This is an optimization exercise on Yosys and OpenROAD, whose aim is small area, not a production implementation.
Where RTL was checked, it was by simulation tests only, not by an equivalence proof against the original.
For runs 2 to 5, only the layout was checked, not whether the RTL still works.
Power figures rest on the tool's default switching activity, not on a simulated workload.

`flow/constraint.sdc`:
```
create_clock -name core_clock -period 10.0 [get_ports {clk}]
set_input_delay 2.0000 -clock core_clock [delete_from_list [all_inputs] [get_ports {clk}]]
set_output_delay 2.0000 -clock core_clock [all_outputs]
set_load 0.01 [all_outputs]
```
`flow/config.mk`:
```
export PLATFORM = sky130hd
export DESIGN_NAME = cpu
export DESIGN_NICKNAME = cpu
export VERILOG_FILES = /design/flow/design.v
export SDC_FILE = /design/flow/constraint.sdc
export NUM_CORES = 4
export LEC_CHECK = 0
export CAP_MARGIN = 20
export CORE_MARGIN = 2
export CORE_UTILIZATION = 40
export SLEW_MARGIN = 20
```
`flow/run.sh`:
```
#!/bin/bash
# synth_recipe.tcl (not shown) runs the flow's synth.tcl, then flattens the netlist and writes it again
# the make line also repeats each setting of config.mk as NAME=value (left out here)
make -C /OpenROAD-flow-scripts/flow DESIGN_CONFIG=/design/flow/config.mk WORK_HOME=/design/flow/orfs CLKGATE_MAP_FILE= SYNTH_SCRIPT=/design/flow/synth_recipe.tcl finish
```
`flow/design.v`:
```
module cpu (
  input clk, rst,
  input [15:0] in_port,
  output wire [15:0] out_port,
  output wire [17:0] imem_addr,
  input  [31:0] imem_data,
  output wire [18:0] dmem_addr,
  output wire dmem_we,
  output wire [15:0] dmem_wdata,
  input  [15:0] dmem_rdata
);
  reg [31:0] pc;
  reg [31:1] sp_out;
  reg [15:0] regfile [0:7];
  reg [15:0] out_r;
  reg fz, fn, fc;
  reg halted;
  reg [4:0] bubble;           
  reg [2:0] fstate;
  reg mstate;
  reg [31:0] id_instr;
  reg [31:0] ex_instr;
  reg me_call, me_int, me_ret, me_out, me_skipM, me_push, me_pop, me_wr, me_skipW;
  reg [2:0] me_rdst;
  reg [15:0] me_rs, me_s2;
  reg wb_out, wb_skipW;
  reg [2:0] wb_rdst;
  reg [15:0] wb_wd;
  wire bF = bubble[4], bD = bubble[3], bE = bubble[2], bM = bubble[1], bW = bubble[0];
  wire stallD, stallE, extendM, extendF, flushD, flushE, flushM;
  assign stallE = halted;
  wire dirtyW = bW;
  wire dirtyM = bM | flushM;
  wire dirtyE = bE | stallE | extendM | flushM | flushE;
  wire dirtyF = bF | stallD | stallE | extendM | flushM | flushE | flushD;
  wire keepF  = stallD | stallE | extendM | extendF;
  reg [4:0] nb, nextBubble;
  always @(*) begin
    if (flushM) nb = {4'b1111, bW};
    else if (flushE) nb = {3'b111, bM, bW};
    else if (flushD) nb = {2'b11, bE, bM, bW};
    else nb = bubble;
    if (extendM) nextBubble = {nb[4:1], 1'b1};
    else if (stallE) nextBubble = {nb[4:2], 1'b1, nb[1]};
    else if (stallD) nextBubble = {nb[4:3], 1'b1, nb[2:1]};
    else if (extendF) nextBubble = {nb[4], 1'b1, nb[3:1]};
    else nextBubble = {1'b0, nb[4:1]};
  end
  always @(posedge clk or negedge rst)
    if (!rst) bubble <= 5'b11111;
    else bubble <= nextBubble;
  wire [6:0] id_op = id_instr[31:25];
  wire [2:0] id_rs1 = id_instr[21:19], id_rs2 = id_instr[18:16];
  wire [6:0] ex_op = ex_instr[31:25];
  wire [2:0] ex_rdst = ex_instr[24:22], ex_rs1 = ex_instr[21:19], ex_rs2 = ex_instr[18:16];
  wire [15:0] ex_imm = ex_instr[15:0];
  reg [21:0] code;
  always @(*) begin
    casez (ex_op)
      7'b00000??: code = 22'b0000000000000100010001;  
      7'b00001??: code = 22'b1000000000000100010001;  
      7'b00010??: code = 22'b0000000100000100010001;  
      7'b00011??: code = 22'b0000000001000100010000;  
      7'b00100??: code = 22'b0000000000100100010001;  
      7'b0100101: code = 22'b0000000000000010110000;  
      7'b0100110: code = 22'b0000000000000011010000;  
      7'b0100111: code = 22'b0000000000000011110000;  
      7'b0100000: code = 22'b0000000000000000010000;  
      7'b0101000: code = 22'b0000000000001000010000;  
      7'b0100001: code = 22'b0000000000000000110000;  
      7'b0100010: code = 22'b0000000000000001010000;  
      7'b0100011: code = 22'b0000000000000001110000;  
      7'b0100100: code = 22'b0000000000000010010000;  
      7'b0110???: code = 22'b0000000000000100010000;  
      7'b0111???: code = 22'b0000000000010100010000;  
      7'b1000???: code = 22'b0000000000000100001011;  
      7'b1001???: code = 22'b0000000000000100000100;  
      7'b1010???: code = 22'b0000000010001000000000;  
      7'b1011???: code = 22'b0000000000001000000011;  
      7'b11000??: code = 22'b0000101000000100010001;  
      7'b11001??: code = 22'b0000110000000100010001;  
      7'b11010??: code = 22'b0000111000000100010001;  
      7'b11011??: code = 22'b0000100000000100010001;  
      7'b11100??: code = 22'b0100000000000100001011;  
      7'b11101??: code = 22'b0001000000000100000101;  
      7'b11110??: code = 22'b0010000000010100001011;  
      7'b11111??: code = 22'b0001000000000100000101;  
      default: code = 22'b0000000000000100010001;
    endcase
  end
  wire ex_hlt, ex_call, ex_int, ex_ret, ex_setC, ex_load, ex_in, ex_out, ex_imm1, ex_imm2;
  wire ex_skipE, ex_skipM, ex_push, ex_pop, ex_wr, ex_skipW;
  wire [2:0] ex_branch, ex_func;
  assign {ex_hlt, ex_call, ex_int, ex_ret, ex_branch, ex_setC, ex_load, ex_in, ex_out,
          ex_imm1, ex_imm2, ex_skipE, ex_func, ex_skipM, ex_push, ex_pop, ex_wr, ex_skipW} = code;
  wire ex_valid = !dirtyE;
  wire [15:0] rf1 = regfile[ex_rs1];
  wire [15:0] rf2 = regfile[ex_rs2];
  wire me_fv = !(dirtyM || me_skipW);
  wire wb_fv = !(dirtyW || wb_skipW);
  reg [15:0] s1, s2;
  always @(*) begin
    if (ex_in || ex_imm1 || ex_call) s1 = ex_imm;
    else if (me_fv && ex_rs1 == me_rdst) s1 = me_rs;
    else if (wb_fv && ex_rs1 == wb_rdst) s1 = wb_wd;
    else s1 = rf1;
    if (me_fv && ex_rs2 == me_rdst) s2 = me_rs;
    else if (wb_fv && ex_rs2 == wb_rdst) s2 = wb_wd;
    else s2 = rf2;
  end
  wire [15:0] a = s1;
  wire [15:0] b = ex_imm2 ? ex_imm : s2;
  wire do_sub = (ex_func == 3'b001);
  wire do_inc = (ex_func == 3'b010);
  wire [15:0] addb = do_inc ? 16'd0 : (do_sub ? ~b : b);
  wire [16:0] sum = {1'b0, a} + {1'b0, addb} + {16'd0, do_sub | do_inc};
  reg [15:0] r;
  reg co;
  always @(*) begin
    case (ex_func)
      3'b000, 3'b010: {co, r} = sum;
      3'b001: {co, r} = {!sum[16], sum[15:0]};
      3'b011: {co, r} = {a[15], a[14:0], 1'b0};
      3'b100: {co, r} = {a[0], 1'b0, a[15:1]};
      3'b101: {co, r} = {1'b0, a & b};
      3'b110: {co, r} = {1'b0, a | b};
      default: {co, r} = {1'b0, ~a};
    endcase
  end
  wire zo = (r == 16'd0);
  wire no = r[15];
  always @(posedge clk or negedge rst)
    if (!rst) halted <= 1'b0;
    else if (ex_valid) halted <= ex_hlt;
  always @(posedge clk or negedge rst)
    if (!rst) {fz, fn, fc} <= 3'b000;
    else if (ex_valid) {fz, fn, fc} <= {!ex_skipE & zo, !ex_skipE & no, ex_setC | (!ex_skipE & co)};
  reg jump;
  always @(*) begin
    jump = 1'b0;
    if (ex_valid)
      case (ex_branch)
        3'b100: jump = 1'b1;
        3'b101: jump = fz;
        3'b110: jump = fn;
        3'b111: jump = fc;
        default: jump = 1'b0;
      endcase
  end
  assign flushD = jump;
  reg stallD_r;
  always @(*) begin
    stallD_r = 1'b0;
    if (ex_valid && ex_load) begin
      if (id_rs1 == ex_rdst && id_rs2 == ex_rdst) begin
        casez (id_op)
          7'b0100101, 7'b0100110, 7'b0100000, 7'b0100001, 7'b1011???: stallD_r = 1'b1;
          default: ;
        endcase
      end else if (id_rs1 == ex_rdst) begin
        casez (id_op)
          7'b00100??, 7'b0100111, 7'b0100010, 7'b0100011, 7'b0100100,
          7'b0110???, 7'b0101000, 7'b1010???: stallD_r = 1'b1;
          default: ;
        endcase
      end else if (id_rs2 == ex_rdst) begin
        casez (id_op)
          7'b1000???: stallD_r = 1'b1;
          default: ;
        endcase
      end
    end
  end
  assign stallD = stallD_r;
  wire me_validm = !(bM || me_skipM);
  wire me_stk = me_push || me_pop;
  wire [31:1] sp_ud = me_push ? sp_out - 31'd1 : sp_out + 31'd1;
  wire [31:1] spv = me_pop ? sp_ud : sp_out;
  wire badPop = (sp_out == 31'h7FFFFFFE) || (me_ret && sp_out == 31'h7FFFFFFD);
  wire badAddr = (me_rs[15:8] == 8'hFF);
  wire memExpt1 = me_validm && me_pop && badPop;
  wire memExpt2 = me_validm && !me_stk && badAddr;
  assign flushM = memExpt1 || memExpt2;
  always @(posedge clk or negedge rst)
    if (!rst) sp_out <= 31'h7FFFFFFF;
    else if (!(dirtyM || me_skipM) && me_stk) sp_out <= sp_ud;
  wire mvalid = !dirtyM;
  wire mcont = me_call || me_int || me_ret;
  assign extendM = mvalid && !mstate && mcont;
  wire offset = mvalid && mstate;
  always @(posedge clk or negedge rst)
    if (!rst) mstate <= 1'b0;
    else if (flushM) mstate <= 1'b0;
    else if (mvalid) mstate <= mcont && !mstate;
  wire memJump = (me_call || me_ret) && offset;
  wire memInt = me_int && offset;
  assign flushE = memJump || memInt || halted;
  wire callJ = memJump && me_call;
  wire [15:0] isel = jump ? ex_imm : (callJ ? me_rs : 16'd0);
  wire [16:0] kc = (jump || extendM) ? 17'h1FFFE : (callJ ? 17'h1FFFD : 17'h00001);
  wire [16:0] kt = {isel[15], isel} + kc;
  wire [29:0] pcA = pc[31:2] + {{13{kt[16]}}, kt};
  wire [15:0] pcm8_lo = {pcA[13:0], pc[1:0]};
  assign dmem_we = !dirtyM && !me_skipM && me_wr;
  assign dmem_addr = me_stk ? spv[19:1] : me_rs[15:1];
  assign dmem_wdata = ((me_call || me_int) && !offset) ? pcm8_lo : me_s2;
  reg fetch;
  reg [1:0] fetchSrc;
  reg [2:0] nfstate;
  wire fvalid = !dirtyF;
  wire throwF = flushM | flushE | flushD;
  always @(*) begin
    fetch = 1'b0;
    fetchSrc = 2'b00;
    if (fvalid)
      case (fstate)
        3'b010: begin fetch = 1'b1; fetchSrc = 2'b00; end
        3'b100: begin fetch = 1'b1; fetchSrc = 2'b01; end
        3'b101: begin fetch = 1'b1; fetchSrc = 2'b10; end
        3'b011: begin fetch = 1'b1; fetchSrc = 2'b11; end
        default: ;
      endcase
    if (memExpt1) nfstate = 3'b100;
    else if (memExpt2) nfstate = 3'b101;
    else if (memInt) nfstate = 3'b011;
    else if (fstate == 3'b000) nfstate = 3'b010;
    else if (throwF) nfstate = 3'b001;
    else if (fvalid) nfstate = 3'b001;
    else nfstate = fstate;
  end
  assign extendF = fetch;
  always @(posedge clk or negedge rst)
    if (!rst) fstate <= 3'b000;
    else fstate <= nfstate;
  reg [17:0] iaddr;
  always @(*) begin
    if (fetch)
      case (fetchSrc)
        2'b00: iaddr = 18'd0;
        2'b01: iaddr = 18'd1;
        2'b10: iaddr = 18'd2;
        default: iaddr = {2'b00, wb_wd} + 18'd3;
      endcase
    else iaddr = pc[19:2];
  end
  assign imem_addr = iaddr;
  always @(posedge clk or negedge rst)
    if (!rst) pc <= 32'd0;
    else if (!keepF || fetch)
      pc <= fetch ? imem_data : ((memJump && me_ret) ? {wb_wd, dmem_rdata} : {pcA, pc[1:0]});
  wire f_is_in = (imem_data[31:27] == 5'b00011);
  always @(posedge clk)
    if (!stallD) id_instr <= {imem_data[31:16], f_is_in ? in_port : imem_data[15:0]};
  always @(posedge clk)
    ex_instr <= id_instr;
  always @(posedge clk) begin
    if (!extendM) begin
      {me_call, me_int, me_ret, me_out, me_skipM, me_push, me_pop, me_wr, me_skipW} <=
        {ex_call, ex_int, ex_ret, ex_out, ex_skipM, ex_push, ex_pop, ex_wr, ex_skipW};
      me_rs <= ex_skipE ? s1 : r;
    end
    me_rdst <= ex_rdst;
    me_s2 <= extendM ? pcA[29:14] : s2;
  end
  always @(posedge clk) begin
    wb_out <= me_out;
    wb_skipW <= me_skipW;
    wb_rdst <= me_rdst;
    wb_wd <= (me_skipM || me_int) ? me_rs : dmem_rdata;
  end
  integer i;
  always @(posedge clk or negedge rst)
    if (!rst) begin
      for (i = 0; i < 8; i = i + 1) regfile[i] <= 16'd0;
    end else if (!dirtyW && !wb_skipW)
      regfile[wb_rdst] <= wb_wd;
  always @(posedge clk or negedge rst)
    if (!rst) out_r <= 16'd0;
    else if (wb_out && !dirtyW) out_r <= wb_wd;
  assign out_port = out_r;
endmodule
```
==> impl.org, run 1 <==
** Run status
- Result of the run :: no timing/DRC/antenna violations

** Timing
- Max-slew violations :: 0
- The clock arrives with 0.0294 ns of skew.
- Fmax :: 106 MHz
- Setup violations remaining at the end of the flow were counted as 0.
- Pin slew with the least headroom to its limit :: 1.02 ns
- For the final routed database, the setup TNS stands at 0 ns.
- Number of failing hold endpoints at the final stage :: 0
- The worst pin sits at a relative slew slack of roughly a third.
- Period Utilization, post-route :: 94.8%
- RSZ-0062 raised after global routing :: false
- After layout, the minimum clock period comes to 9.48 ns.

** Power and ir drop
- Switching Share :: about two fifths
- Combinational logic burns 45.5% of the power.
- The internal power of the cells totals 4.53 mW.
- The share of total power dissipated in the clock network is 20.0%.
- Power comes to 7.78 mW.
- For this design the total switching power over the nets is 3.25 mW.
- For this design the ratio of total power to cell area is 294 mW/mm².
- Pleak :: 11.5 nW
- Worst supply voltage drop on vdd :: 0.148 mV
- In this run, flip-flops and latches consume 34.5% of the power.

** Global routing
- Overall routing resource usage :: 28.6%
- The number of global-route vias before repair is just under 20k.
- Overflow left after global routing :: 0
- For this run, global-route usage on met2 was measured as 46.0%.
- The first global-routing pass estimated 128000 µm of wire.
- The global routing stage identified its most utilized layer as met2.
- Largest net degree at the start of global routing :: 88
- Global routing used approximately 38% of the available met1 tracks.
- Antenna violations before repair :: 6
- Met3 Use GR :: about 4.5%

** Final layout
- Of the cells placed in the final design, the portion with a size suffix greater than 1 is 15.9%.
- Final net count :: 2648
- The area growth from synthesis to layout is 15.0%.

** Flow run
- Max Cap Violations :: 0

** Setup path
- Along the worst path, the maximum fanout reaches 17.
- Data on the critical path is required at its endpoint by 8.00 ns.
- Setup crit start kind :: flip-flop
- For this design, the slowest cell found on the critical path is dfstp_2.
- Start point of the critical path :: sp_out[7]
- The critical path in this run is classified as reg2out.
- Data arrives at the worst endpoint at 7.48 ns.
- Cell occurring most often along the worst timing path :: nand4_1
- Total buffers and inverters traversed by the critical path :: 1
- Sequence of cells on the critical path :: nand4_1 -> nor4_1 -> nand4_1 -> nand2_1 -> nor2_1 -> and3_1 -> nand2b_1 -> ha_1 -> a21oi_1 -> o21bai_1 -> a21oi_1 -> nor2b_1 -> o21a_1 -> o31a_1 -> o41ai_2 -> xnor2_1 -> ha_1 -> nand4_1 -> o32ai_1 -> nor2_1 -> xnor2_1 -> mux2_2 -> clkdlybuf4s50_1
- For this run, the slowest stage of the critical path takes 0.56 ns.
- The startpoint identified for the worst register-to-register timing path is sp_out[7].
- Top delay family on crit path :: simple AND/OR/NAND/NOR gates
- Critical path endpoint category :: output pin

** Floorplanning
- Cell Rows :: 87
- Starting utilization of the core area :: 40.6%
- around 140 I/O pins were placed.
- The die covers 0.0595 mm².
- The core region is 0.0567 mm².
- Die Width :: 244 µm
- Height of the chip :: 244 µm

** Synth
- After synthesis the cells add up to 0.0230 mm².
- After synthesis, the largest family of logic cells by area is compound AO/OA/AOI/OAI gates.
- Average instance area after synthesis :: 9.58 µm²
- Ranking of synthesized cells by area :: dfrtp_1 20%, mux2_2 10%, edfxtp_1 7.4%
- Share of the synthesized area in the top cell type :: about a fifth
- Counting flops with a built-in enable in the synthesized netlist gives 57.
- XOR/XNOR share of the synthesized area :: 5.06%
- The most common cell in the synthesized netlist is nand2_1.
- Post-synthesis adder-cell area fraction :: 5.43%
- Share of flip-flops with an asynchronous set or reset after synthesis :: about 63%
- Top cells by instance count after synthesis :: 237 x nand2_1, 206 x mux2_2, 184 x dfrtp_1
- Largest area contributor in the netlist :: dfrtp_1
- Post-synthesis compound-gate area fraction :: 19.1%
- The Yosys step of the flow raised 2 warnings.
- Post-synth net total :: roughly 2.6k
- In the synthesized netlist the dominant register cell turns out to be dfrtp_1.
- Mux contribution to synthesized area :: 15.6%
- Simple-gate share of the synthesized area :: roughly an eighth
- Synthesis instantiated 91 different standard cells from the library.
- After technology mapping, the gate count stands at ~2.4k.
- After synthesis, flip-flops and latches occupy 37.8% of the total area.
- The synthesized design contains 349 register bits.

** Min path
- Worst Min Path Start :: id_instr[22]
- Worst Hold Class :: reg2reg

** Clock network
- Counting along the longest clock path gives a buffer depth of 3.
- Counting the buffers created by CTS gives 42.
- For the worst-skew pair, the clock arrives at the later sink with an insertion delay of 0.59 ns.
- Clock tree from TritonCTS :: built
- Clock-pin slew on the worst setup and hold paths :: 0.06 ns
- For this design, the sink count on the clock tree is 349.
- The root buffer cell chosen for the clock tree is clkbuf_16.
- In this run the number of H-tree levels came out at 2.

** Detailed routing
- Summed over all layers, the routed wires come to roughly 87000 µm.
- In the routed design, unresolved DRC markers number 0.
- In this run the remaining antenna-violating nets after routing total 0.
- Average wire per cell in the routed design :: between 20 and 30 µm
- Drt via density :: 6.11
- Iter 0 DRT Violations :: 1867
- Before antenna repair, the detailed router went through 6 iterations.
- Number of vias after detailed routing :: 20.0k

** Place
- Final weighted congestion of routability-driven global placement :: 0.953
- Detailed placement ended at an HPWL of 63500 µm.
- Port Buffer Count :: 135
==> sequential cells by signal (all words and copies together), names as in the netlist, 5 cells and up <==
signal / cells
bubble: 5
ex_instr: 32
id_instr: 32
me_rs: 16
me_s2: 16
out_r: 16
pc: 32
regfile: 128
sp_out: 31
wb_wd: 16
==> logic make-up (layout without fill, tap and decap cells) <==
| group | after synthesis | count (layout) |
|---|---|---|
| DFF | 349 | 349 |
| other | 0 | 1 |
| muxes | 325 | 325 |
| and+or+nand+nor | 634 | 634 |
| buffers and inverters | 206 | 316 |
| adders and majority gates | 97 | 97 |
| xor gates and xnor gates | 133 | 133 |
| AOI/OAI and AO/OA | 662 | 662 |
==> power by group through the flow <==
| stage | registers (mW) | clock network [mW] | logic [mW] |
|---|---|---|---|
| 2_1_floorplan | 2.37 | 0 | 2.35 |
| 3_3_place_gp | 2.65 | 0 | 3.44 |
| 3_5_place_dp | 2.68 | 0 | 3.48 |
| 4_1_cts | 2.66 | 1.58 | 3.50 |
| 5_1_grt | 2.73 | 1.63 | 3.81 |
| 6_report | 2.68 | 1.55 | 3.54 |
==> repair_timing <==
action,in CTS,in global routing
gates resized for setup,0,1
hold buffers,0,0
setup buffers,0,2
endpoints found under the setup margin,0,3
==> cell usage in the layout, fill, tap and decap left out, drive strengths merged, types with 55 or more instances in the layout <==
cell / Yosys / routed
mux2: 206 / 206
edfxtp: 57 / 57
dfrtp: 184 / 184
xnor2: 78 / 78
xor2: 55 / 55
nand2: 238 / 238
ha: 92 / 92
a21oi: 134 / 134
dfxtp: 72 / 72
clkbuf: 103 / 61
inv: 57 / 60
mux2i: 112 / 112
nor2: 147 / 147
clkdlybuf4s50: 0 / 134
o21ai: 177 / 177
==> through the flow <==
| stage | cell area (µm²) | util [%] | hold slack, ns | worst slack (ns) | std cells |
|---|---|---|---|---|---|
| after global placement | 25100 | 44.2 | 0.326 | 0.818 | 3193 |
| after floorplan | 23000 | - | 0.323 | 1.94 | 2406 |
| after detailed placement | 25100 | 44.2 | 0.328 | 0.683 | 3195 |
| final | 26500 | 46.7 | 0.340 | 0.524 | 3273 |
| after CTS | 26500 | 46.6 | 0.341 | 0.0507 | 3270 |
| after global routing | 26500 | 46.7 | 0.344 | 0.0645 | 3272 |
==> per-layer routing <==
metal  vias to the layer above  routed length (µm)
li1                       9057                   -
met1                      9896               37100
met2                       852               39700
met3                       192                6440
met4                         4                3450
met5                         -                  22
==> layout make-up <==
cell class | instances | area, µm²
antenna | 1 | 2.50
clock buffer | 61 | 1220
clock inverter | 14 | 146
fill | 5320 | 30200
inverter | 57 | 214
multi-input combinational | 1851 | 13500
sequential | 349 | 8710
tap | 756 | 946
timing repair buffer | 184 | 1730
==> final timing paths <==
kind,cells past startpoint,slack [ns],endpoint
max in group asynchronous,2,7.05,regfile[3][2]
hold reg to reg,0,0.34,ex_instr[22]
hold / removal,0,0.34,ex_instr[22]
setup reg to reg,28,1.74,pc[30]
setup / recovery,23,0.52,dmem_wdata[14]
min in group asynchronous,1,1.38,pc[9]
==> run 2, diff against run 1 <==
--- a/flow/design.v
+++ b/flow/design.v
@@ -9,9 +9,24 @@
   output wire [15:0] dmem_wdata,
   input  [15:0] dmem_rdata
 );
+  function [32:0] radd;
+    input [31:0] x, y;
+    input cin;
+    integer k;
+    reg c;
+    begin
+      c = cin;
+      for (k = 0; k < 32; k = k + 1) begin
+        radd[k] = x[k] ^ y[k] ^ c;
+        c = (x[k] & y[k]) | (c & (x[k] ^ y[k]));
+      end
+      radd[32] = c;
+    end
+  endfunction
   reg [31:0] pc;
   reg [31:1] sp_out;
   reg [15:0] regfile [0:7];
+  reg [7:0] rvalid;
   reg [15:0] out_r;
   reg fz, fn, fc;
   reg halted;
@@ -19,6 +34,7 @@
   reg [2:0] fstate;
   reg mstate;
   reg [31:0] id_instr;
+  reg id_tx, ex_tx, me_tx;
   reg [31:0] ex_instr;
   reg me_call, me_int, me_ret, me_out, me_skipM, me_push, me_pop, me_wr, me_skipW;
   reg [2:0] me_rdst;
@@ -94,9 +110,17 @@
   assign {ex_hlt, ex_call, ex_int, ex_ret, ex_branch, ex_setC, ex_load, ex_in, ex_out,
           ex_imm1, ex_imm2, ex_skipE, ex_func, ex_skipM, ex_push, ex_pop, ex_wr, ex_skipW} = code;
   wire ex_valid = !dirtyE;
-  wire [15:0] rf1 = regfile[ex_rs1];
-  wire [15:0] rf2 = regfile[ex_rs2];
-  wire me_fv = !(dirtyM || me_skipW);
+  reg [15:0] rf1, rf2;
+  integer j;
+  always @(*) begin
+    rf1 = 16'd0;
+    rf2 = 16'd0;
+    for (j = 0; j < 8; j = j + 1) begin
+      rf1 = rf1 | (regfile[j] & {16{rvalid[j] && ex_rs1 == j}});
+      rf2 = rf2 | (regfile[j] & {16{rvalid[j] && ex_rs2 == j}});
+    end
+  end
+  wire me_fv = !(bM || me_skipW);
   wire wb_fv = !(dirtyW || wb_skipW);
   reg [15:0] s1, s2;
   always @(*) begin
@@ -148,6 +172,10 @@
       endcase
   end
   assign flushD = jump;
+  wire mcont = me_call || me_int || me_ret;
+  wire jumpF = !bE && !halted && (bM || !mcont) && (
+                 (ex_branch == 3'b100) || (ex_branch == 3'b101 && fz) ||
+                 (ex_branch == 3'b110 && fn) || (ex_branch == 3'b111 && fc));
   reg stallD_r;
   always @(*) begin
     stallD_r = 1'b0;
@@ -174,7 +202,7 @@
   assign stallD = stallD_r;
   wire me_validm = !(bM || me_skipM);
   wire me_stk = me_push || me_pop;
-  wire [31:1] sp_ud = me_push ? sp_out - 31'd1 : sp_out + 31'd1;
+  wire [31:1] sp_ud = sp_out + {{30{me_push}}, 1'b1};
   wire [31:1] spv = me_pop ? sp_ud : sp_out;
   wire badPop = (sp_out == 31'h7FFFFFFE) || (me_ret && sp_out == 31'h7FFFFFFD);
   wire badAddr = (me_rs[15:8] == 8'hFF);
@@ -185,7 +213,6 @@
     if (!rst) sp_out <= 31'h7FFFFFFF;
     else if (!(dirtyM || me_skipM) && me_stk) sp_out <= sp_ud;
   wire mvalid = !dirtyM;
-  wire mcont = me_call || me_int || me_ret;
   assign extendM = mvalid && !mstate && mcont;
   wire offset = mvalid && mstate;
   always @(posedge clk or negedge rst)
@@ -195,11 +222,12 @@
   wire memJump = (me_call || me_ret) && offset;
   wire memInt = me_int && offset;
   assign flushE = memJump || memInt || halted;
-  wire callJ = memJump && me_call;
-  wire [15:0] isel = jump ? ex_imm : (callJ ? me_rs : 16'd0);
-  wire [16:0] kc = (jump || extendM) ? 17'h1FFFE : (callJ ? 17'h1FFFD : 17'h00001);
-  wire [16:0] kt = {isel[15], isel} + kc;
-  wire [29:0] pcA = pc[31:2] + {{13{kt[16]}}, kt};
+  wire callJ = !bM && mstate && me_call;
+  wire extM = !bM && !mstate && mcont;
+  wire [16:0] isel = ({17{jumpF}} & {ex_tx, ex_imm}) | ({17{callJ}} & {me_tx, me_rs}) |
+                     ({17{extM}} & 17'h1FFFE);
+  wire pcin = !(jumpF || callJ || extM);
+  wire [29:0] pcA = pc[31:2] + {{13{isel[16]}}, isel} + {29'd0, pcin};
   wire [15:0] pcm8_lo = {pcA[13:0], pc[1:0]};
   assign dmem_we = !dirtyM && !me_skipM && me_wr;
   assign dmem_addr = me_stk ? spv[19:1] : me_rs[15:1];
@@ -232,6 +260,8 @@
   always @(posedge clk or negedge rst)
     if (!rst) fstate <= 3'b000;
     else fstate <= nfstate;
+  wire [32:0] iaddr_w = radd({16'd0, wb_wd}, 32'd3, 1'b0);
+  wire [17:0] iaddr_int = iaddr_w[17:0];
   reg [17:0] iaddr;
   always @(*) begin
     if (fetch)
@@ -239,25 +269,35 @@
         2'b00: iaddr = 18'd0;
         2'b01: iaddr = 18'd1;
         2'b10: iaddr = 18'd2;
-        default: iaddr = {2'b00, wb_wd} + 18'd3;
+        default: iaddr = iaddr_int;
       endcase
+    else if (fstate == 3'b000) iaddr = 18'd0;
     else iaddr = pc[19:2];
   end
   assign imem_addr = iaddr;
-  always @(posedge clk or negedge rst)
-    if (!rst) pc <= 32'd0;
-    else if (!keepF || fetch)
+  always @(posedge clk)
+    if (!keepF || fetch)
       pc <= fetch ? imem_data : ((memJump && me_ret) ? {wb_wd, dmem_rdata} : {pcA, pc[1:0]});
   wire f_is_in = (imem_data[31:27] == 5'b00011);
+  wire f_is_br = (imem_data[31:29] == 3'b110);    
+  wire f_is_call = (imem_data[31:27] == 5'b11100);
+  wire [16:0] f_t = {imem_data[15], imem_data[15:0]} + (f_is_call ? 17'h1FFFD : 17'h1FFFE);
   always @(posedge clk)
-    if (!stallD) id_instr <= {imem_data[31:16], f_is_in ? in_port : imem_data[15:0]};
-  always @(posedge clk)
+    if (!stallD) begin
+      id_instr <= {imem_data[31:16], f_is_in ? in_port :
+                                     ((f_is_br || f_is_call) ? f_t[15:0] : imem_data[15:0])};
+      id_tx <= f_t[16];
+    end
+  always @(posedge clk) begin
     ex_instr <= id_instr;
+    ex_tx <= id_tx;
+  end
   always @(posedge clk) begin
     if (!extendM) begin
       {me_call, me_int, me_ret, me_out, me_skipM, me_push, me_pop, me_wr, me_skipW} <=
         {ex_call, ex_int, ex_ret, ex_out, ex_skipM, ex_push, ex_pop, ex_wr, ex_skipW};
       me_rs <= ex_skipE ? s1 : r;
+      me_tx <= ex_tx;
     end
     me_rdst <= ex_rdst;
     me_s2 <= extendM ? pcA[29:14] : s2;
@@ -268,13 +308,14 @@
     wb_rdst <= me_rdst;
     wb_wd <= (me_skipM || me_int) ? me_rs : dmem_rdata;
   end
-  integer i;
-  always @(posedge clk or negedge rst)
-    if (!rst) begin
-      for (i = 0; i < 8; i = i + 1) regfile[i] <= 16'd0;
-    end else if (!dirtyW && !wb_skipW)
+  always @(posedge clk)
+    if (!dirtyW && !wb_skipW)
       regfile[wb_rdst] <= wb_wd;
   always @(posedge clk or negedge rst)
+    if (!rst) rvalid <= 8'd0;
+    else if (!dirtyW && !wb_skipW)
+      rvalid[wb_rdst] <= 1'b1;
+  always @(posedge clk or negedge rst)
     if (!rst) out_r <= 16'd0;
     else if (wb_out && !dirtyW) out_r <= wb_wd;
   assign out_port = out_r;
==> run 2 against run 1 <==
- still clean on timing, DRC and antenna
- worst setup slack improved by 1.7 ns
- hold slack hardly changed
- critical path type unchanged
- area after synthesis is 5.4% lower
- flip-flop and latch count rose by 11
- highest routed layer is now met4
- die area fell by 5.3%
- combinational power fell by 16%
- largest cell class unchanged
- register-to-register slack better by 2.0 ns
==> impl.org, run 2 <==
** Floorplanning
- The number of placed I/O pins was 136 (unchanged).
- The die height was 237 µm (-2.7%).
- Area of the die :: 0.0564 mm² (-5.3%)
- Core box area :: 0.0538 mm² (-5.1%)
- The total number of placement rows is 85 (-2.3%).
- The initial core utilization was 40.5% (-0.11 points).
- The horizontal die dimension was 237 µm (-2.7%).

** Final layout
- Flip-flop count of the largest register after layout :: 128 (unchanged)
- The area used by multi-input combinational logic is 0.0114 mm² (-16%).
- Leaving out fill and tap cells, the most frequent cells in the layout are 219 x nand2_1, 219 x edfxtp_1, 191 x nor2_1.
- Final net count :: 2477 (-6.5%)
- The number of antenna cells inserted is 0 (-1).
- More flip-flops sit in one register than any other, and that register is regfile.
- Post-synthesis to final-layout area growth :: 16.6%
- Area taken by flip-flops and latches :: 0.00978 mm² (+12%)
- The fraction of layout cells with a size suffix above 1 is 12.1% (-3.8 points).
- The filler cell count was 5066 (-4.8%).

** Global routing
- Largest net degree at the start of global routing :: 69 (-22%)
- Overall routing resource usage :: 28.0% (-0.62 points)
- The number of global-route vias before repair is 18.2k (-6.5%).
- The first-pass GRT wire length came to 118000 µm (-7.7%).
- Overflow left after global routing :: 0 (unchanged)
- The initial antenna violation count was 0 (-6).

** Synth
- After synthesis, the most frequently instantiated cells are 219 x edfxtp_1, 219 x nand2_1, 193 x nor2_1.
- Yosys attributes the largest share of cell area to edfxtp_1 30%, dfxtp_1 6.7%, ha_1 5.3%.
- Number of register bits inferred by synthesis :: 360 (+3.2%)
- The number of synthesis warnings came to 1 (-1).
- The net count after synthesis came to 2384 (-7.2%).
- Synthesized area :: 0.0218 mm² (-5.4%)
- Among all flip-flop cells after synthesis, the most frequent one is edfxtp_1.
- Distinct cell type count of the synthesized netlist :: 93 (+2.2%)
- Portion of the post-synthesis area used by sequential elements :: 44.9% (+7.1 points)
- The biggest area contributor in the post-synthesis netlist is edfxtp_1.
- Average instance area after synthesis :: 9.82 µm² (+2.6%)
- Gate Count Post-Synth :: 2220 (-7.7%)
- The proportion of register bits with asynchronous set or reset after synthesis is 18.9% (-44 points).
- Post-synth EDFFs :: 219 (+280%)
- Share of the synthesized area in the top cell type :: 30.2% (+10 points)

** Detailed routing
- The wire length after detailed routing was 79900 µm (-7.9%).
- The violation count after the first detailed-routing iteration is 2004 (+7.3%).
- Iteration count of the initial detailed-routing pass :: 5 (-1)
- The remaining antenna violation count is 0 (unchanged).
- Number of DRC violations after detailed routing :: 0 (unchanged)
- The total via count after detailed routing was 19.0k (-5.1%).
- The routed via count divided by cell count was 6.24 (+2.0%).
- The routed wire length per instance is 26.2 µm (-0.99%).

** Timing
- Final Worst Setup Slack :: 2.18 ns (+1.66 ns)
- The share of the clock period used by the worst path was 78.2% (-17 points).
- Number of failing hold endpoints at the final stage :: 0 (unchanged)
- Setup skew after layout :: 0.0190 ns (-0.0103 ns)
- The fmax was 128 MHz (+21%).
- The worst-margin pin slew was 1.12 ns (+0.0987 ns).
- The post-route setup TNS came to 0 ns (unchanged).
- The final max-slew violation count is 0 (unchanged).
- Setup repair after global routing left no endpoint under its margin.
- The setup violation total in the final timing report was 0 (unchanged).
- The time the worst path needs with I/O delays and setup was 7.82 ns (-1.66 ns).
- Normalized max-slew margin :: 25.1% (-6.5 points)

** Clock network
- The quantity of gates resized following cts came to 0 (unchanged).
- The number of buffers added to fix hold violations after cts was 0 (unchanged).
- The number of buffers on the longest clock path is 3 (unchanged).
- Latest clock arrival within the worst-skew pair :: 0.60 ns (about the same)
- The sink count of the clock tree is 360 (+3.2%).
- TritonCTS built the clock tree.
- The root buffer cell chosen for the clock tree is clkbuf_16.
- The number of post-CTS setup repair buffers came to 0 (unchanged).
- The number of buffers created by CTS was 43 (+2.4%).
- The clock slew seen by the registers of the worst setup and hold paths is 0.06 ns (about the same).
- Maximum level of the CTS H-tree :: 2 (unchanged)

** Power and ir drop
- The largest vdd supply drop was 0.172 mV (+16%).
- Overall power consumption :: 7.26 mW (-6.7%)
- Power density cells :: 285 mW/mm² (-2.8%)
- Pleak :: 9.76 nW (-15%)

** Place
- Final weighted congestion of routability-driven global placement :: 0.962 (+0.97%)
- Port Buffer Count :: 135 (unchanged)
- The worst slack after detailed placement came to 2.88 ns (+2.20 ns).
- Half-perimeter wire length of the detailed placement result :: 56800 µm (-11%)

** Min path
- The path class of the tightest hold or removal check is reg2reg.
- The depth of the worst hold-timing path is 0 (unchanged).
- In this run the most critical hold path is launched from id_instr[7].
- The worst hold path terminates at ex_instr[7].

** Setup path
- The path depth of the worst reg2reg path was 20 (-29%).
- Sequence of cells on the critical path :: o21ai_0 -> o21ai_0 -> nand4b_1 -> nor2_2 -> nor3_1 -> fa_1 -> inv_1 -> fa_1 -> nor2b_1 -> o31a_1 -> o21ai_1 -> o221ai_1 -> or2_2 -> xor2_1 -> mux2_2 -> clkdlybuf4s50_1
- Worst path required time :: 8.00 ns (about the same)
- Critical path endpoint category :: output pin
- CP arrival :: 5.82 ns (-1.66 ns)
- Reg-to-reg endpoint :: fz
- In this run the critical register-to-register path is launched from ex_instr[26].
- Crit path kind :: reg2out
- The peak per-stage delay on the critical path is 0.88 ns (+0.32 ns).
- Maximum fanout encountered on the critical timing path :: 28 (+11)
- Max stage delay cell, worst path :: dfxtp_1
- Setup crit start kind :: flip-flop
- Register-to-register path setup slack :: 3.75 ns (+2.01 ns)

** Run status
- The flow ran to the end and the layout has no timing, DRC or antenna violations.

** Flow run
- Max Cap Violations :: 0 (unchanged)
run 2: cell types whose count changed in the layout (fill, tap and decap cells not counted), sizes merged, moves of 46 or more:
cell / delta
mux2i: -92
edfxtp: +162
a22oi: +84
o21ai: -46
mux2: -142
nor2: +48
dfrtp: -152
run 2: kinds of logic after synthesis:
kind of cell | synth area share [%]
AO/OA/AOI/OAI | 21.0
adder cells (fa/ha/maj) | 5.88
XOR/XNOR | 4.82
flip-flops | 44.9
AND/OR/NAND/NOR | 15.8
buffers and inverters | 3.48
multiplexers | 4.22
run 2: metrics by stage:
stage	util, %	cells	area, µm²	hold slack (ns)
global placement	44.4	2964	23900	0.331
floorplan	-	2220	21800	0.323
finish	47.2	3044	25400	0.340
CTS	47.2	3044	25400	0.334
detailed placement	44.4	2964	23900	0.327
global route	47.2	3044	25400	0.341
run 2: how the worst max path moves through the flow:
stage / from / endpoint / cells past startpoint
after global placement: ex_instr[27] / dmem_wdata[14] / 16
final: ex_instr[27] / dmem_wdata[14] / 16
after CTS: ex_instr[27] / dmem_wdata[14] / 16
after floorplan: id_instr[17] / imem_addr[10] / 10
after global routing: ex_instr[27] / dmem_wdata[14] / 16
after detailed placement: ex_instr[27] / dmem_wdata[14] / 16
run 2: routing by layer:
layer  global-route usage (%)  vias to the layer above  share of wire (%)
met3                     4.17                      163                8.4
met4                     12.2                        0                4.5
li1                         -                     8565                  -
met1                     39.7                     9273                 44
met5                        0                        -                  0
met2                     42.3                      981                 44
run 2: layout make-up:
| cell class | count | area share [%] |
|---|---|---|
| inverters | 42 | 0.620 |
| multi-input cells | 1681 | 44.7 |
| repair buffers | 185 | 6.78 |
| clock buffers | 47 | 4.42 |
| flip-flops and latches | 360 | 38.5 |
| well taps | 696 | 3.43 |
| clock inverters | 33 | 1.56 |
run 2: critical path, delay by kind of cell (launching register included):
kind | cells | cell delay (ns)
AND/OR/NAND/NOR | 5 | 1.35
AO/OA/AOI/OAI | 5 | 1.18
flip-flops | 1 | 0.88
adder cells (fa/ha/maj) | 2 | 0.68
buffers and inverters | 2 | 0.65
XOR/XNOR | 1 | 0.24
multiplexers | 1 | 0.22
run 2: power by group:
group / leakage, nW / total, mW / internal [mW] / switching [mW]
Sequential: 3.50 / 2.59 / 2.09 / 0.501
Combinational: 5.52 / 2.99 / 1.27 / 1.72
Clock: 0.739 / 1.68 / 0.983 / 0.692
Total: 9.76 / 7.26 / 4.34 / 2.91
==> run 3, diff against run 2 <==
--- a/flow/design.v
+++ b/flow/design.v
@@ -202,7 +202,17 @@
   assign stallD = stallD_r;
   wire me_validm = !(bM || me_skipM);
   wire me_stk = me_push || me_pop;
-  wire [31:1] sp_ud = sp_out + {{30{me_push}}, 1'b1};
+  wire sp_en = !(dirtyM || me_skipM) && me_stk;
+  reg [31:1] sp_ud;
+  reg spc;
+  integer q;
+  always @(*) begin
+    spc = sp_en;
+    for (q = 1; q < 32; q = q + 1) begin
+      sp_ud[q] = sp_out[q] ^ spc;
+      spc = spc & (sp_out[q] ^ me_push);
+    end
+  end
   wire [31:1] spv = me_pop ? sp_ud : sp_out;
   wire badPop = (sp_out == 31'h7FFFFFFE) || (me_ret && sp_out == 31'h7FFFFFFD);
   wire badAddr = (me_rs[15:8] == 8'hFF);
@@ -211,7 +221,7 @@
   assign flushM = memExpt1 || memExpt2;
   always @(posedge clk or negedge rst)
     if (!rst) sp_out <= 31'h7FFFFFFF;
-    else if (!(dirtyM || me_skipM) && me_stk) sp_out <= sp_ud;
+    else sp_out <= sp_ud;
   wire mvalid = !dirtyM;
   assign extendM = mvalid && !mstate && mcont;
   wire offset = mvalid && mstate;
--- a/flow/config.mk
+++ b/flow/config.mk
@@ -7,5 +7,7 @@
 export LEC_CHECK = 0
 export CAP_MARGIN = 20
 export CORE_MARGIN = 2
-export CORE_UTILIZATION = 40
+export CORE_UTILIZATION = 60
+export CTS_BUF_LIST = sky130_fd_sc_hd__clkbuf_4
+export GPL_TIMING_DRIVEN = 0
 export SLEW_MARGIN = 20
==> run 3 against run 2 <==
- still clean on timing, DRC and antenna
- sequential power down 5%
- core utilization up 23 points
- count of clock-buffer cells in the layout up 93
- register-to-register slack worse by 0.48 ns
- non-clock buffer count up 103
- wire length down 2.9%
- final cell count down 6.0%
- combinational power down about 20%
- clock power down 21%
- die area down 35%
- largest cell class unchanged
==> impl.org, run 3 <==
** Clock network
- Post-cts hold buffer count :: 0 (unchanged)
- Root Buffer Master :: clkbuf_4
- Maximum level of the CTS H-tree :: 3 (+1)
- Number of buffers added for setup after CTS :: 0 (unchanged)
- The number of buffers created by CTS came to 95 (+120%).
- The clock slew seen by the registers of the worst setup and hold paths is 0.07 ns (about the same).
- The sink count of the clock tree came to 360 (unchanged).
- The number of buffers on the longest clock path came to 3 (unchanged).
- Clock tree from TritonCTS :: built
- Latest clock arrival within the worst-skew pair :: 0.82 ns (+0.22 ns)
- Number of gates resized after CTS :: 0 (unchanged)

** Final layout
- The filler cell count is 2662 (-47%).
- Flip-flop count of the largest register after layout :: 128 (unchanged)
- The register area came to 0.00978 mm² (unchanged).
- The area used by multi-input combinational logic was 0.0104 mm² (-8.3%).
- Final net count :: 2464 (-0.52%)
- Leading cell types in the layout, fill and taps excluded :: 219 x edfxtp_1, 190 x nand2_1, 186 x nor2_1
- Non-filler cells in the finished layout :: 2860 (-6.0%)
- Post-synthesis to final-layout area growth :: 16.0%
- Post-route design area :: 0.0243 mm² (-4.5%)
- Counting flops per register, the top entry is regfile.
- The final standard cell utilization of the core was 70.4% (+23 points).
- Share of post-route cells with drive strength above 1 :: 14.0% (+1.9 points)
- Most frequent standard cell in the layout excluding fill and tap cells :: edfxtp_1

** Timing
- Setup skew after layout :: 0.0650 ns (+0.0460 ns)
- The remaining max-slew budget at the tightest pin is 19.3% (-5.9 points).
- Final setup violating endpoints :: 0 (unchanged)
- Accumulated negative setup slack :: 0 ns (unchanged)
- Minimum period implied by the final worst setup slack :: 8.45 ns (+0.638 ns)
- The worst hold slack across all endpoints came to 0.335 ns (-0.00557 ns).
- Max-slew violations :: 0 (unchanged)
- RSZ-0062 raised after global routing :: false
- The share of the clock period used by the worst path is 84.5% (+6.4 points).
- Fmax :: 118 MHz (-7.5%)
- The final number of hold-violating endpoints is 0 (unchanged).
- Final Worst Setup Slack :: 1.55 ns (-0.638 ns)
- Pin slew with the least headroom to its limit :: 1.21 ns (+0.0891 ns)

** Floorplanning
- Number of primary I/O pins :: 136 (unchanged)
- The die height was 191 µm (-20%).
- The initial core utilization was 60.7% (+20 points).
- The horizontal die dimension is 191 µm (-20%).
- The area enclosed by the die boundary came to 0.0364 mm² (-35%).
- The total number of placement rows is 68 (-20%).
- Core box area :: 0.0345 mm² (-36%)

** Setup path
- Max stage delay cell, worst path :: clkdlybuf4s50_1
- The worst register-to-register path begins at ex_instr[16].
- CP arrival :: 6.45 ns (+0.63 ns)
- The critical path goes through clkbuf_1 -> clkbuf_1 -> o21ai_0 -> nor4b_1 -> clkbuf_1 -> clkbuf_1 -> nor3_1 -> fa_1 -> a21o_1 -> a21oi_1 -> nor2b_1 -> o41a_1 -> o221ai_1 -> o21ai_0 -> xor2_1 -> mux2_2 -> clkdlybuf4s50_1.
- STA classifies the critical path startpoint as a flip-flop.
- The register-to-register setup slack came to 3.27 ns (-0.48 ns).
- Maximum fanout encountered on the critical timing path :: 10 (-64%)
- The critical path in this run is classified as reg2out.
- Worst path required time :: 8.00 ns (about the same)
- By instance count, the cell type seen most on the critical path is clkbuf_1.
- The peak per-stage delay on the critical path is 0.54 ns (-0.34 ns).
- The number of buffer and inverter stages on the critical path came to 5 (+3).
- Critical path endpoint category :: output pin
- Length in cells of the worst reg-to-reg path :: 22 (+10%)
- In this run the critical register-to-register path is captured at fz.
- Top delay family on crit path :: buffers and inverters

** Detailed routing
- Average wire per cell in the routed design :: 27.1 µm (+3.3%)
- The detailed-route DRC error count came to 0 (unchanged).
- The first-pass iteration count of the detailed router was 28 (+23).
- The total via count after detailed routing was 19.8k (+4.3%).
- The wire length after detailed routing came to 77500 µm (-2.9%).
- The remaining antenna violation count is 0 (unchanged).
- Drt via density :: 6.92 (+11%)
- Iter 0 DRT Violations :: 3155 (+57%)

** Synth
- The net count after synthesis came to 2219 (-6.9%).
- Post-synth EDFFs :: 219 (unchanged)
- Share of the synthesized area in the top cell type :: 31.4% (+1.3 points)
- The proportion of register bits with asynchronous set or reset after synthesis came to 18.9% (unchanged).
- Gate Count Post-Synth :: 2085 (-6.1%)
- Distinct cell type count of the synthesized netlist :: 99 (+6.5%)
- The average size of a mapped cell is 10.0 µm² (+2.2%).
- Leading cell type by number of instances after synthesis :: edfxtp_1
- The sequential share of the synthesized area is 46.7% (+1.9 points).
- The biggest area contributor in the post-synthesis netlist is edfxtp_1.
- By count the netlist is led by 219 x edfxtp_1, 190 x nand2_1, 189 x nor2_1.
- The summed instance area of the synthesized netlist is 0.0209 mm² (-4.0%).
- The number of flip-flops and latches in the synthesized netlist came to 360 (unchanged).
- For this run, the leading register cell type out of synthesis is edfxtp_1.
- Ranked by total cell area, the synthesized netlist is headed by edfxtp_1 31%, dfxtp_1 7.0%, dfstp_2 4.5%.
- Count of warnings emitted by yosys :: 1 (unchanged)

** Place
- Half-perimeter wire length of the detailed placement result :: 57000 µm (+0.31%)
- Setup slack at placement :: 2.56 ns (-0.316 ns)
- The final estimated routing congestion in global placement is 1.07 (+11%).
- The number of port buffers is 135 (unchanged).
- Post-Place Cells :: 2688 (-9.3%)
- Post-Place Cell Area :: 0.0230 mm² (-3.6%)

** Global routing
- Via count of the first global-routing pass :: 18.8k (+3.5%)
- The first-pass GRT wire length came to 114000 µm (-3.7%).
- Overall routing resource usage :: 42.5% (+15 points)
- Overflow left after global routing :: 0 (unchanged)
- The pin count of the biggest net entering global routing is 47 (-32%).
- Antenna violations before repair :: 3 (+3)

** Power and ir drop
- The leakage power total was 9.26 nW (-5.1%).
- The total power draw is 6.18 mW (-15%).
- Worst supply voltage drop on vdd :: 0.194 mV (+12%)
- The power per cell area came to 255 mW/mm² (-11%).

** Min path
- The depth of the worst hold-timing path is 0 (unchanged).
- Worst Min Path Start :: id_instr[3]
- Worst Hold Class :: reg2reg
- The worst hold path terminates at ex_instr[3].

** Run status
- The run finished with no timing, DRC or antenna violations.

** Flow run
- Max Cap Violations :: 0 (unchanged)
==> run 3: report_power, final <==
| part | internal (mW) | switching, mW | total [mW] |
|---|---|---|---|
| Clock | 0.670 | 0.650 | 1.32 |
| Combinational | 1.03 | 1.35 | 2.38 |
| Sequential | 2.00 | 0.475 | 2.47 |
| Total | 3.70 | 2.48 | 6.18 |
==> run 3: routing by layer <==
| metal | track usage (%) | share of wire, % |
|---|---|---|
| met5 | 2.34 | 0.030 |
| met4 | 25.8 | 6.8 |
| met3 | 12.9 | 14 |
| met2 | 61.9 | 42 |
| met1 | 55.4 | 37 |
==> run 3: logic make-up (layout without fill, tap and decap cells) <==
family,count (synthesis),in the layout,share of synthesized area (%)
AO/OA/AOI/OAI,568,568,19.2
XOR/XNOR,133,133,5.63
adder cells (fa/ha/maj),68,68,4.24
buffers and inverters,178,496,3.63
flip-flops,360,360,46.7
multiplexers,71,71,3.68
other,0,2,0
AND/OR/NAND/NOR,707,707,16.9
==> run 3: area by class of cell <==
cell class              instances  share of cell area, %
flip-flops and latches        360                   40.3
repair buffers                148                   6.20
clock inverters                30                  0.691
inverters                      38                  0.588
clock buffers                 140                   4.33
multi-input cells            1547                   43.0
well taps                     455                   2.35
diodes                          2                 0.0206
plain buffers                 140                   2.55
==> run 3: worst max-delay path by stage <==
stage | end | depth (start not counted) | startpoint
after floorplan | dmem_wdata[15] | 16 | ex_instr[31]
after global placement | dmem_wdata[15] | 17 | ex_instr[28]
after detailed placement | dmem_wdata[15] | 17 | ex_instr[28]
after CTS | dmem_wdata[15] | 17 | ex_instr[28]
after global routing | dmem_wdata[15] | 17 | ex_instr[28]
final | dmem_wdata[15] | 17 | ex_instr[28]
==> run 3: worst register-to-register path, delay by kind of cell, from the launching register on <==
| kind | cells | cell delay, ns |
|---|---|---|
| buf+inv | 2 | 0.82 |
| flops | 1 | 0.30 |
| xor+xnor | 2 | 0.42 |
| simple gates | 7 | 1.88 |
| fa+ha+maj | 1 | 0.49 |
| compound gates | 10 | 2.80 |
==> run 4, diff against run 3 <==
--- a/flow/config.mk
+++ b/flow/config.mk
@@ -7,7 +7,6 @@
 export LEC_CHECK = 0
 export CAP_MARGIN = 20
 export CORE_MARGIN = 2
-export CORE_UTILIZATION = 60
+export CORE_UTILIZATION = 40
 export CTS_BUF_LIST = sky130_fd_sc_hd__clkbuf_4
-export GPL_TIMING_DRIVEN = 0
 export SLEW_MARGIN = 20
==> run 4 against run 3 <==
- still clean
- sequential share of layout area down 0.11 points
- wire length up 3.1%
- combinational power about the same
- die area up 49%
- final cell count up 4.6%
- flip-flop and latch count unchanged
- critical path depth down 5
- core utilization down 23 points
- sequential power about the same
- critical path type unchanged
- critical endpoint is now imem_addr[7]
- largest cell class unchanged
- highest routed layer unchanged
==> impl.org, run 4 <==
** Clock network
- Num CTS Buffers :: 96 (+1.1%)
- Root Buffer Master :: clkbuf_4
- Clock tree from TritonCTS :: built
- Clock-pin slew on the worst setup and hold paths :: 0.07 ns (about the same)
- CTS max path bufs :: 3 (unchanged)
- Post-cts hold buffer count :: 0 (unchanged)
- Maximum level of the CTS H-tree :: 3 (unchanged)
- Number of buffers added for setup after CTS :: 0 (unchanged)
- The quantity of gates resized following cts is 0 (unchanged).
- Clock sink total :: 360 (unchanged)
- The insertion delay to the later sink of the worst-skew pair is 0.89 ns (+0.07 ns).

** Power and ir drop
- The part of the total power dissipated in combinational logic was 38.6% (about the same).
- The leakage power total is 9.23 nW (-0.29%).
- The switching portion of total power is 39.8% (-0.32 points).
- Power spent charging and discharging nets :: 2.49 mW (+0.30%)
- The total power draw was 6.25 mW (+1.1%).
- Sequential cell fraction of total power :: 39.1% (-1.0 points)
- Portion of total power attributed to the clock network :: 22.3% (+0.9 points)
- The largest vdd supply drop is 0.152 mV (-21%).
- Cell Int Power :: 3.76 mW (+1.6%)
- Power density cells :: 257 mW/mm² (+0.83%)

** Synth
- The sequential share of the synthesized area came to 46.7% (unchanged).
- Distinct cell type count of the synthesized netlist :: 99 (unchanged)
- The summed instance area of the synthesized netlist came to 0.0209 mm² (unchanged).
- For this run, the leading register cell type out of synthesis is edfxtp_1.
- The number of flip-flops and latches in the synthesized netlist was 360 (unchanged).
- The number of synthesis warnings was 1 (unchanged).
- The instance count of the mapped netlist is 2085 (unchanged).
- Top cells by instance count after synthesis :: 219 x edfxtp_1, 190 x nand2_1, 189 x nor2_1
- The biggest area contributor in the post-synthesis netlist is edfxtp_1.
- Average instance area after synthesis :: 10.0 µm² (unchanged)
- By instance count, the leading cell after synthesis is edfxtp_1.
- Post-synth EDFFs :: 219 (unchanged)
- The share of Yosys cell area claimed by the top area cell type came to 31.4% (unchanged).
- After synthesis, the cell types taking the most area are edfxtp_1 31%, dfxtp_1 7.0%, dfstp_2 4.5%.
- The net count after synthesis is 2219 (unchanged).
- Share of flip-flops with an asynchronous set or reset after synthesis :: 18.9% (unchanged)

** Floorplanning
- The die height was 233 µm (+22%).
- The floorplan core area came to 0.0515 mm² (+49%).
- Starting utilization of the core area :: 40.6% (-20 points)
- Die Width :: 233 µm (+22%)
- The area enclosed by the die boundary came to 0.0542 mm² (+49%).
- The number of placed I/O pins was 136 (unchanged).
- The total number of placement rows is 83 (+22%).

** Setup path
- The worst setup path is captured at an output pin.
- The signal arrival time at the worst endpoint came to 5.75 ns (-0.70 ns).
- Sequence of cells on the critical path :: buf_4 -> nand4_1 -> nor4_1 -> nand4_1 -> nand3b_1 -> a2111oi_0 -> or3_1 -> or4_2 -> buf_4 -> nand3_1 -> nand2_1 -> clkdlybuf4s50_1
- Setup crit start kind :: flip-flop
- Max stage delay cell, worst path :: or4_2
- Crit path kind :: reg2out
- Maximum cell stage delay along the critical path :: 0.97 ns (+0.43 ns)
- Maximum fanout encountered on the critical timing path :: 45 (+35)
- The required time of the critical path was 8.00 ns (about the same).

** Final layout
- The final standard cell utilization of the core was 47.2% (-23 points).
- The register area is 0.00978 mm² (unchanged).
- Compared with the post-synthesis result, the final layout area differs by 16.3%.
- The register with the most flip-flops in the final layout is regfile.
- Leading cell types in the layout, fill and taps excluded :: 219 x edfxtp_1, 190 x nand2_1, 189 x nor2_1
- Multi-input combinational cell area :: 0.0105 mm² (+0.66%)
- The number of nets in the layout is 2364 (-4.1%).
- The library cell used most frequently in the layout, excluding fill and tap cells, is edfxtp_1.
- Share of post-route cells with drive strength above 1 :: 15.2% (+1.2 points)
- Count of fill cells added during filler insertion :: 4895 (+84%)
- Flip-flop count of the largest register after layout :: 128 (unchanged)

** Global routing
- The initial antenna violation count came to 3 (unchanged).
- The first-pass GRT wire length was 116000 µm (+1.5%).
- Overflow left after global routing :: 0 (unchanged)
- The number of global-route vias before repair is 18.2k (-3.4%).
- Overall routing resource usage :: 29.1% (-13 points)
- The pin count of the biggest net entering global routing came to 60 (+28%).

** Timing
- Setup skew after layout :: 0.0710 ns (+0.00599 ns)
- The fmax came to 129 MHz (+9.2%).
- The time the worst path needs with I/O delays and setup came to 7.75 ns (-0.709 ns).
- Max-slew violations :: 0 (unchanged)
- Accumulated negative setup slack :: 0 ns (unchanged)
- Pin slew with the least headroom to its limit :: 1.13 ns (-0.0815 ns)
- The remaining max-slew budget at the tightest pin came to 24.7% (+5.4 points).
- Setup repair after global routing left no endpoint under its margin.
- The final number of hold-violating endpoints was 0 (unchanged).
- The share of the clock period used by the worst path was 77.5% (-7.1 points).
- Final setup violating endpoints :: 0 (unchanged)

** Place
- Final weighted congestion of routability-driven global placement :: 0.960 (-10%)
- Half-perimeter wire length of the detailed placement result :: 56100 µm (-1.6%)
- Port Buffer Count :: 135 (unchanged)

** Detailed routing
- Number of DRC violations after detailed routing :: 0 (unchanged)
- Final routed wirelength across all metal layers :: 79900 µm (+3.1%)
- The violation count after the first detailed-routing iteration was 2508 (-21%).
- The routed wire length per instance is 26.7 µm (-1.5%).
- Post-route ant nets :: 0 (unchanged)
- The first-pass iteration count of the detailed router is 10 (-64%).
- Drt via density :: 6.26 (-9.6%)
- Number of vias after detailed routing :: 18.7k (-5.4%)

** Min path
- Worst Hold Class :: reg2reg

** Flow run
- The reported max-cap violation count was 0 (unchanged).

** Run status
- Result of the run :: no timing/DRC/antenna violations
run 4: cell counts after synthesis:
Identical to the previous run, type by type.
run 4: path summary, 6_finish.rpt:
kind / endpoint / slack (ns) / startpoint / depth (start not counted)
max: imem_addr[7] / 2.25 / me_pop / 12
min: ex_instr[24] / 0.33 / id_instr[24] / 0
max reg2reg: fz / 3.71 / ex_instr[29] / 20
min reg2reg: ex_instr[24] / 0.33 / id_instr[24] / 0
max in group asynchronous: out_r[11] / 7.89 / rst / 2
min in group asynchronous: out_r[10] / 1.03 / rst / 1
run 4: area by class of cell:
cell class | instances | area share (%)
Inverter | 38 | 0.586
Multi-Input combinational cell | 1547 | 43.1
Tap cell | 680 | 3.50
Timing Repair Buffer | 187 | 7.21
Clock inverter | 31 | 0.838
Sequential cell | 360 | 40.2
Clock buffer | 147 | 4.53
Antenna cell | 1 | 0.0103
run 4: power groups by stage:
stage | registers [mW] | clock network, mW | logic (mW)
finish | 2.44 | 1.39 | 2.41
global route | 2.45 | 1.50 | 2.57
CTS | 2.41 | 1.43 | 2.37
detailed placement | 2.44 | 0 | 2.35
global placement | 2.44 | 0 | 2.35
floorplan | 2.21 | 0 | 1.45
run 4: worst max-delay path: cells and delay by family (launching register included):
| family | cells | cell delay, ns |
|---|---|---|
| DFF | 1 | 0.46 |
| AOI/OAI and AO/OA | 1 | 0.16 |
| buffers and inverters | 3 | 1.21 |
| and+or+nand+nor | 8 | 3.02 |
run 4: routing by layer:
layer / GRT usage, % / vias up / wire [µm]
met1: 37.1 / 9020 / 30800
met4: 17.6 / 2 / 4650
met2: 45.0 / 1209 / 35800
met3: 6.63 / 232 / 8630
met5: 0 / - / 13
li1: - / 8255 / -
run 4: kinds of logic (layout without fill, tap and decap cells):
family / Yosys count / count (layout) / share of synthesized area (%)
flops: 360 / 360 / 46.7
compound gates: 568 / 568 / 19.2
mux: 71 / 71 / 3.68
other cells: 0 / 1 / 0
buf+inv: 178 / 403 / 3.63
simple gates: 707 / 707 / 16.9
xor+xnor: 133 / 133 / 5.63
fa+ha+maj: 68 / 68 / 4.24
run 4: per-stage QoR:
stage	hold slack, ns	setup slack (ns)	std cells	cell area, µm²
final	0.334	2.25	2991	24300
after global routing	0.339	1.99	2991	24300
after CTS	0.336	2.26	2989	24300
after detailed placement	0.327	3.28	2811	23000
after global placement	0.325	3.38	2810	23000
after floorplan	0.323	4.13	2085	20900
==> run 5, diff against run 4 <==
--- a/flow/design.v
+++ b/flow/design.v
@@ -136,7 +136,7 @@
   wire [15:0] b = ex_imm2 ? ex_imm : s2;
   wire do_sub = (ex_func == 3'b001);
   wire do_inc = (ex_func == 3'b010);
-  wire [15:0] addb = do_inc ? 16'd0 : (do_sub ? ~b : b);
+  wire [15:0] addb = (do_inc || ex_skipE) ? 16'd0 : (do_sub ? ~b : b);
   wire [16:0] sum = {1'b0, a} + {1'b0, addb} + {16'd0, do_sub | do_inc};
   reg [15:0] r;
   reg co;
@@ -306,7 +306,7 @@
     if (!extendM) begin
       {me_call, me_int, me_ret, me_out, me_skipM, me_push, me_pop, me_wr, me_skipW} <=
         {ex_call, ex_int, ex_ret, ex_out, ex_skipM, ex_push, ex_pop, ex_wr, ex_skipW};
-      me_rs <= ex_skipE ? s1 : r;
+      me_rs <= r;
       me_tx <= ex_tx;
     end
     me_rdst <= ex_rdst;
==> flow/flow/run.sh (new file) <==
#!/bin/bash
# The standard layout (standard.sh: standard synthesis, floorplan,
# placement, CTS, routing), with one change: the port buffers that
# buffer_ports inserts use the smallest buffer cell (buf_1) instead of the
# resizer's default pick (clkdlybuf4s50_1). Every port still gets its buffer;
# repair_design resizes any that need more drive.
export BUFFER_PORTS_ARGS="-buffer_cell sky130_fd_sc_hd__buf_1"
bash standard.sh > standard.log 2>&1
==> flow/standard.sh (new file) <==
#!/bin/bash
# synth_recipe.tcl (not shown) runs the flow's synth.tcl, then flattens the netlist and writes it again
# the make line also repeats each setting of config.mk as NAME=value (left out here)
make -C /OpenROAD-flow-scripts/flow DESIGN_CONFIG=/design/flow/config.mk WORK_HOME=/design/flow/orfs CLKGATE_MAP_FILE= SYNTH_SCRIPT=/design/flow/synth_recipe.tcl "${@:-finish}"
removed: flow/run.sh
==> run 5 against run 4 <==
- design area decreased by 3.1%
- wire length decreased by 1.0%
- register-to-register slack got worse by 0.55 ns
- clock power increased by 3%
- count of clock-buffer cells in the layout decreased by 9
- core utilization decreased by 1.5 points
- sequential share of layout area increased by 1.3 points
==> impl.org, run 5 <==
** Run status
- The flow ran to the end and the layout has no timing, DRC or antenna violations.

** Floorplanning
- Number of primary I/O pins :: 136 (unchanged)
- The total number of placement rows was 83 (unchanged).
- The area enclosed by the die boundary is 0.0541 mm² (-0.14%).
- Die Width :: 233 µm (about the same)

** Power and ir drop
- The part of the total power dissipated in combinational logic is 35.4% (-3.2 points).
- Sequential cell fraction of total power :: 40.8% (+1.7 points)
- Pleak :: 8.94 nW (-3.2%)
- Portion of total power attributed to the clock network :: 23.9% (+1.6 points)
- The total power draw came to 6.01 mW (-3.8%).
- Switching Share :: 41.1% (+1.3 points)
- The largest vdd supply drop was 0.150 mV (-1.7%).
- Power spent charging and discharging nets :: 2.47 mW (-0.64%)

** Clock network
- CTS max path bufs :: 3 (unchanged)
- The number of buffers added to fix hold violations after cts was 0 (unchanged).
- Clock sink total :: 360 (unchanged)
- The clock slew seen by the registers of the worst setup and hold paths was 0.06 ns (about the same).
- Number of buffers added for setup after CTS :: 0 (unchanged)
- Latest clock arrival within the worst-skew pair :: 0.92 ns (+0.03 ns)

** Timing
- The post-route setup TNS is 0 ns (unchanged).
- Minimum period implied by the final worst setup slack :: 7.56 ns (-0.185 ns)
- Final Worst Setup Slack :: 2.44 ns (+0.185 ns)
- The final max-slew violation count came to 0 (unchanged).
- Final setup violating endpoints :: 0 (unchanged)
- Setup skew after layout :: 0.0821 ns (+0.0111 ns)

** Synth
- The sequential share of the synthesized area is 46.8% (+0.067 points).
- The parity-gate share of the synthesized area counting xor and xnor cells came to 5.20% (-0.43 points).
- Post-synth EDFFs :: 219 (unchanged)
- Top cells by instance count after synthesis :: 219 x edfxtp_1, 219 x nand2_1, 175 x nor2_1
- The average size of a mapped cell was 9.99 µm² (-0.48%).
- Gate Count Post-Synth :: 2092 (+0.34%)
- Of all cell types, the one taking the most synthesized area is edfxtp_1.
- Post-synth net total :: 2226 (+0.32%)
- The fraction of synthesized area in multiplexers came to 3.69% (+0.011 points).
- The adder-cell share of the synthesized area came to 4.30% (+0.054 points).
- The number of flip-flops and latches in the synthesized netlist came to 360 (unchanged).
- The post-synthesis share of cell area spent on and, or, nand and nor gates is 16.4% (-0.48 points).
- The proportion of register bits with asynchronous set or reset after synthesis was 18.9% (unchanged).
- Post-synthesis compound-gate area fraction :: 20.0% (+0.79 points)

** Setup path
- In this run the critical register-to-register path is launched from ex_instr[17].
- Crit path kind :: reg2out
- The cell family contributing the most delay on the critical path is compound AO/OA/AOI/OAI gates.
- Total buffers and inverters traversed by the critical path :: 3 (unchanged)
- Sequence of cells on the critical path :: nor2b_1 -> nand3_1 -> nor4_2 -> buf_4 -> nor3_1 -> fa_1 -> inv_1 -> fa_1 -> nor2b_1 -> o21ai_0 -> a21boi_0 -> o31a_1 -> o21a_1 -> o21a_1 -> o21ai_0 -> nand2_1 -> xor2_1 -> mux2_2 -> buf_1
- STA classifies the critical path endpoint as an output pin.
- The peak per-stage delay on the critical path is 0.52 ns (-0.45 ns).
- The worst-path maximum fanout came to 18 (-60%).
- On the critical path, the stage with the largest delay is an instance of dfxtp_1.
- Setup crit start kind :: flip-flop

** Final layout
- Non-filler cells in the finished layout :: 3016 (+0.84%)
- The flip-flop count of the largest register, all copies and words added is 128 (unchanged).
- Share of post-route cells with drive strength above 1 :: 15.0% (-0.11 points)
- In the layout the commonest cells are 219 x nand2_1, 219 x edfxtp_1, 175 x nor2_1.
- The number of nets in the layout was 2381 (+0.72%).
- Count of fill cells added during filler insertion :: 5025 (+2.7%)
- The final standard cell utilization of the core came to 45.8% (-1.5 points).

** Place
- The number of port buffers is 135 (unchanged).
- The final estimated routing congestion in global placement came to 0.983 (+2.4%).
- Setup slack at placement :: 3.26 ns (-0.0180 ns)
- The instance count after placement with tap cells included was 2826 (+0.53%).

** Global routing
- The layer flagged by global routing as most heavily used is met2.
- The initial antenna violation count was 3 (unchanged).
- The first-pass GRT wire length is 115000 µm (-1.0%).
- Global-route track usage on met2 :: 41.7% (-3.2 points)
- Overflow left after global routing :: 0 (unchanged)

** Detailed routing
- Final routed wirelength across all metal layers :: 79100 µm (-1.0%)
- Drt via density :: 6.25 (about the same)
- Post-route ant nets :: 0 (unchanged)
- Iteration count of the initial detailed-routing pass :: 7 (-3)

** Min path
- Worst Min Path Start :: id_instr[11]

** Flow run
- The reported max-cap violation count is 0 (unchanged).
==> run 5: path summary, 6_finish.rpt <==
| path | endpoint | slack [ns] | cells after the start |
|---|---|---|---|
| setup / recovery | dmem_wdata[12] | 2.44 | 19 |
| hold / removal | ex_instr[11] | 0.34 | 0 |
| min in group asynchronous | rvalid[6] | 1.05 | 1 |
| max in group asynchronous | bubble[3] | 7.92 | 2 |
| setup reg to reg | fz | 3.16 | 21 |
| hold reg to reg | ex_instr[11] | 0.34 | 0 |
==> run 5: kinds of logic after synthesis <==
family,after synthesis
and+or+nand+nor,703
AOI/OAI and AO/OA,588
DFF,360
buffers and inverters,183
xor gates and xnor gates,119
muxes,70
adders and majority gates,69
==> run 5: area by class of cell <==
type | count | area share (%)
Inverter | 45 | 0.716
Multi-Input combinational cell | 1549 | 44.4
Clock inverter | 48 | 1.30
Sequential cell | 360 | 41.5
Timing Repair Buffer | 193 | 4.10
Clock buffer | 138 | 4.39
Antenna cell | 3 | 0.0318
Tap cell | 680 | 3.61
==> run 5: per-layer routing <==
layer,vias up,part of all wire [%]
met4,2,5.5
met5,-,0.037
met2,1217,43
met1,9130,41
met3,209,11
li1,8306,-
==> run 5: power by group through the flow <==
stage	clock, mW	sequential, mW	combinational, mW
floorplan	0	2.22	1.36
global placement	0	2.45	2.03
detailed placement	0	2.45	2.05
CTS	1.46	2.43	2.06
global route	1.54	2.46	2.28
finish	1.43	2.45	2.12

-- re-timing with driven ports --
In the flow no input, the clock included, has a driving cell. The finished layouts below were timed again as built, in two steps.
Step 1, drivers: a clkbuf_16 drives clk and a buf_2 each remaining input, both assumed.
Step 2 adds t to the input delays and takes it off the output delays; t is the mean of the earliest and latest rising clock arrival at the registers after step 1. Input paths then give back, and output paths get back, about the clock's delay inside the block.
Slacks: ideal ports / drivers / drivers and shift; pairs: ideal ports / drivers.
run	shift t [ns]	setup slack, ns	worst hold slack (ns)	clock arrival spread, ns	cell pins on the clock port's net
run 1	0.627	0.524 / 0.467 / 1.095	0.340 / 0.340 / 0.340	0.029 / 0.029	1
run 2	0.651	2.184 / 2.121 / 2.772	0.340 / 0.340 / 0.340	0.019 / 0.019	1
run 3	0.843	1.546 / 1.491 / 2.334	0.335 / 0.335 / 0.335	0.065 / 0.065	1
run 4	0.915	2.255 / 2.199 / 3.114	0.334 / 0.334 / 0.334	0.072 / 0.072	1
run 5	0.935	2.440 / 2.385 / 3.162	0.340 / 0.340 / 0.340	0.087 / 0.087	1
After both steps setup and hold are still met in every run listed.
